Background: an optimization exercise with open tools, aiming at small area. Do not read the settings as production practice.
Function was checked by simulation only, so behaviour that the tests miss may differ from the original.
The clock port is modelled as an ideal driver, which makes a skipped or thinned clock tree look cheaper than it is; a real chip needs a root buffer or a tree.
Power and IR drop assume default switching activity.

Setup of run E:
==> module top_module, before the edit <==
module top_module (input clk, input rst, input tx_start, output tx_pin, input rx_pin, output w_led_ale);
    localparam [20:0] LS_INV = 21'h0aaaaa;
    reg [20:0] lsq;
    reg led;
    wire [20:0] ls = lsq ^ LS_INV;
    wire ls_z = (ls[19:0] == 20'd0);
    always @(posedge clk)
        if (rst) begin
            lsq <= 21'd1 ^ LS_INV;
            led <= 1'b0;
        end else begin
            lsq <= {ls[19:0], ls[20] ^ ls[18] ^ ls_z} ^ LS_INV;
            if (ls_z & ~ls[20]) led <= ~led;
        end
    assign w_led_ale = led;
    localparam [7:0] T_INV = 8'h55;
    localparam [7:0] S_END = 8'd143, S_117 = 8'd163, S_232 = 8'd199, S_X = 8'd15;
    reg [3:0] hq;
    wire [3:0] h = hq ^ 4'hf;
    reg [7:0] uq;
    wire [7:0] u = uq ^ T_INV;
    reg [7:0] rsh;
    wire r_idle = (h == 4'd15);
    wire u_end  = (u == S_END);
    always @(posedge clk)
        if (rst | r_idle | u_end)
            hq <= 4'hf ^ ((rst | (r_idle & rx_pin) | (h == 4'd9)) ? 4'd15 :
                 {h[3] ^ (h[2] & h[1] & h[0]), h[2] ^ (h[1] & h[0]), h[1] ^ h[0], ~h[0]});
    always @(posedge clk)
        if (rst | r_idle) uq <= S_117 ^ T_INV;
        else              uq <= T_INV ^ {u[6:0], u[7] ^ u[2] ^ u[4] ^ u[6] ^ u_end};
    always @(posedge clk)
        if (u_end && h != 9) rsh <= {rx_pin, rsh[7:1]};
    wire we = r_idle & (u[7] == 1'b0);
    reg [7:0] memq0, memq1, memq2, memq3;
    wire [7:0] mem0 = memq0 ^ 8'hff;
    wire [7:0] mem1 = memq1 ^ 8'hff;
    wire [7:0] mem2 = memq2 ^ 8'hff;
    wire [7:0] mem3 = memq3 ^ 8'hff;
    reg [1:0] i;
    always @(posedge clk) begin
        if (rst | (we && i == 2'b00)) memq0 <= (rst ? 8'h61 : rsh) ^ 8'hff;
        if (rst | (we && i == 2'b01)) memq1 <= (rst ? 8'h62 : rsh) ^ 8'hff;
        if (rst | (we && i == 2'b11)) memq2 <= (rst ? 8'h63 : rsh) ^ 8'hff;
        if (rst | (we && i == 2'b10)) memq3 <= (rst ? 8'h64 : rsh) ^ 8'hff;
    end
    always @(posedge clk)
        if (rst) i <= 0;
        else if (we) i <= {i[0], ~i[1]};
    reg [3:0] bq;
    wire [3:0] b = bq ^ 4'hf;
    reg [7:0] rq;
    wire [7:0] r = rq ^ T_INV;
    reg [7:0] cq;
    wire [7:0] c = cq ^ 8'hff;
    reg [1:0] j;
    wire r_end = (r == S_END);
    wire load  = (b == 4'd9);
    reg [7:0] rd;
    always @(*)
        case (j)
        2'b00: rd = mem0;
        2'b01: rd = mem1;
        2'b11: rd = mem2;
        default: rd = mem3;
        endcase
    always @(posedge clk)
        if (rst) j <= 2'd1;
        else if (load) j <= {j[0], ~j[1]};
    always @(posedge clk)
        if (rst | load) cq <= (rst ? 8'h61 : rd) ^ 8'hff;
    always @(posedge clk)
        if (rst) begin
            bq <= 4'd10 ^ 4'hf;
            rq <= S_END ^ T_INV;
        end else begin
            if (r_end | load) bq <= 4'hf ^ {(b[3] & ~(b[1] & b[0])) | (b[2] & b[1] & b[0]), ~b[3] & (b[2] ^ (b[1] & b[0])), ~(b[3] & b[1] & b[0]) & (b[1] ^ b[0]), ~b[0]};
            if (r_end && b == 4'd8) rq <= S_232 ^ T_INV;
            else rq <= T_INV ^ {r[6:0], r[7] ^ r[2] ^ r[4] ^ r[6] ^ r_end};
        end
    assign tx_pin = b[3] ? ~(b[1] & b[0]) : c[b[2:0]];
endmodule
==> flow/config.mk <==
export PLATFORM = sky130hd
export DESIGN_NAME = top_module
export DESIGN_NICKNAME = top_module
export VERILOG_FILES = /design/flow/design.v
export SDC_FILE = /design/flow/constraint.sdc
export NUM_CORES = 4
export LEC_CHECK = 0
export CAP_MARGIN = 0
export CORE_MARGIN = 2
export CORE_UTILIZATION = 75
export GPL_TIMING_DRIVEN = 0
export PLACE_DENSITY = 0.85
export SLEW_MARGIN = 0
==> flow/constraint.sdc <==
create_clock -name core_clock -period 10.0 [get_ports {clk}]
set_input_delay 2.0000 -clock core_clock [delete_from_list [all_inputs] [get_ports {clk}]]
set_output_delay 2.0000 -clock core_clock [all_outputs]
set_load 0.01 [all_outputs]
standard.sh (not shown) runs the stock make flow with config.mk's settings and CLKGATE_MAP_FILE= SYNTH_SCRIPT=/design/flow/synth_recipe.tcl, a recipe that flattens the netlist after the stock synthesis.
==> flow/flow/run.sh <==
#!/bin/bash
# The standard ORFS layout (standard.sh) with three changes:
# - synthesis: flow/synth.tcl runs the standard synthesis script (synth_recipe.tcl)
#   but has ABC map the logic between the registers with flow/abc_area.script, an
#   area-oriented mapping, and skips extract_fa; the registers are the standard synthesis's;
# - clock tree: flow/manual_cts.tcl replaces clock tree synthesis: the clock port drives
#   MCTS_NBUF clock buffers, each driving one cluster of nearby flip-flops;
# - port buffers are buf_1.
# Everything goes to standard_flow.log here; ORFS keeps each step's log under orfs/logs.
set -euo pipefail
export MCTS_NBUF=3
export MCTS_BUF=sky130_fd_sc_hd__clkbuf_16
export AREA_ABC_SCRIPT=$PWD/flow/abc_area.script
export FLOW_SYNTH_TCL=$PWD/synth_recipe.tcl
bash standard.sh "SYNTH_SCRIPT=$PWD/flow/synth.tcl" "PRE_CTS_TCL=$PWD/flow/manual_cts.tcl" \
  "BUFFER_PORTS_ARGS=-buffer_cell sky130_fd_sc_hd__buf_1" finish > standard_flow.log 2>&1
Other scripts of this flow, unchanged in this note and not shown: flow/flow/abc_area.script, flow/flow/manual_cts.tcl, flow/flow/synth.tcl
Run E finished end to end and its layout was clean on timing, DRC and antenna.
Inputs modified between run E and run C:
==> flow/design.v <==
module top_module (input clk, input rst, input tx_start, output tx_pin, input rx_pin, output w_led_ale);
    localparam [20:0] LS_INV = 21'h0aaaaa;
    reg [20:0] lsq;
    reg led;
    wire [20:0] ls = lsq ^ LS_INV;
    wire ls_z = (ls[19:0] == 20'd0);
    always @(posedge clk)
        if (rst) begin
            lsq <= 21'd1 ^ LS_INV;
            led <= 1'b0;
        end else begin
            lsq <= {ls[19:0], ls[20] ^ ls[18] ^ ls_z} ^ LS_INV;
            if (ls_z & ~ls[20]) led <= ~led;
        end
    assign w_led_ale = led;
    localparam [7:0] T_INV = 8'h55;
    localparam [7:0] S_END = 8'd79, S_117 = 8'd243, S_232 = 8'd167, S_X = 8'd207;
    reg [3:0] h;
    reg [7:0] uq;
    wire [7:0] u = uq ^ T_INV;
    reg [7:0] rsh;
    wire r_idle = (h == 4'd15);
    wire u_end  = (u == S_END);
    always @(posedge clk)
        if (rst | r_idle | u_end)
            h <= (rst | (r_idle & rx_pin) | (h == 4'd9)) ? 4'd15 :
                 {h[3] ^ (h[2] & h[1] & h[0]), h[2] ^ (h[1] & h[0]), h[1] ^ h[0], ~h[0]};
    always @(posedge clk)
        if (rst | r_idle) uq <= S_117 ^ T_INV;
        else              uq <= T_INV ^ {u[6:0], u[7] ^ u[0] ^ u[4] ^ u[5] ^ u_end};
    always @(posedge clk)
        if (u_end && h != 9) rsh <= {rx_pin, rsh[7:1]};
    wire we = r_idle & (u[6] == 1'b0);
    reg [7:0] mem0, mem1, mem2, mem3;
    reg [1:0] i;
    always @(posedge clk) begin
        if (rst | (we && i == 2'b00)) mem0 <= rst ? 8'h61 : rsh;
        if (rst | (we && i == 2'b01)) mem1 <= rst ? 8'h62 : rsh;
        if (rst | (we && i == 2'b11)) mem2 <= rst ? 8'h63 : rsh;
        if (rst | (we && i == 2'b10)) mem3 <= rst ? 8'h64 : rsh;
    end
    always @(posedge clk)
        if (rst) i <= 0;
        else if (we) i <= {i[0], ~i[1]};
    reg [3:0] b;
    reg [7:0] rq;
    wire [7:0] r = rq ^ T_INV;
    reg [7:0] c;
    reg [1:0] j;
    wire r_end = (r == S_END);
    wire load  = (b == 4'd9);
    reg [7:0] rd;
    always @(*)
        case (j)
        2'b00: rd = mem0;
        2'b01: rd = mem1;
        2'b11: rd = mem2;
        default: rd = mem3;
        endcase
    always @(posedge clk)
        if (rst) j <= 2'd1;
        else if (load) j <= {j[0], ~j[1]};
    always @(posedge clk)
        if (rst | load) c <= rst ? 8'h61 : rd;
    always @(posedge clk)
        if (rst) begin
            b <= 4'd10;
            rq <= S_END ^ T_INV;
        end else begin
            if (r_end | load) b <= {(b[3] & ~(b[1] & b[0])) | (b[2] & b[1] & b[0]), ~b[3] & (b[2] ^ (b[1] & b[0])), ~(b[3] & b[1] & b[0]) & (b[1] ^ b[0]), ~b[0]};
            if (r_end && b == 4'd8) rq <= S_232 ^ T_INV;
            else rq <= T_INV ^ {r[6:0], r[7] ^ r[0] ^ r[4] ^ r[5] ^ r_end};
        end
    assign tx_pin = b[3] ? ~(b[1] & b[0]) : c[b[2:0]];
endmodule
The run showing the smaller final setup slack of the worst path is run E. There was hardly any difference in synthesis-to-layout area growth between run E and run C. Of the two values seen for worst setup path endpoint, mem1[6]$_SDFFCE_PP1P_ was produced by run C and memq3[1]$_DFFE_PP_ by run E. Summary of the comparison: non-filler instance count after layout is higher in run C, relative to run E. Run E → run C: cell-internal power lost about 2.7%, routed wirelength normalized by instance count lost 0.33%, weighted congestion at the end of routability-driven global placement lost 0.085. Run C finished end to end and its layout was clean on timing, DRC and antenna.
No run of this note takes its clock network from TritonCTS; it comes from the design's own scripts or RTL.

## separate check: timing with driven ports
In the flow no input, the clock included, has a driving cell. The finished layouts below were timed again as built, in two steps. Step 1 assumes that a clkbuf_16 drives the clock port and a buf_2 every other input. Step 2 moves the port delays by t, midway between the first and last clock arrival at a register: inputs arrive t later, outputs are due t later. That takes back most of the time a late clock gives input paths. Slacks: ideal ports / drivers / drivers and shift; pairs: ideal ports / drivers.
| run | t, ns | slack for setup (ns) | clock arrival spread, ns |
|---|---|---|---|
| run E | 0.226 | 4.399 / 4.425 / 4.199 | 0.012 / 0.013 |
| run C | 0.230 | 5.759 / 5.800 / 5.570 | 0.010 / 0.009 |
After both steps every run listed still meets setup and hold. The setup slack of run E, which loses most, moves by +0.026 ns with the drivers and by -0.200 ns with both steps.
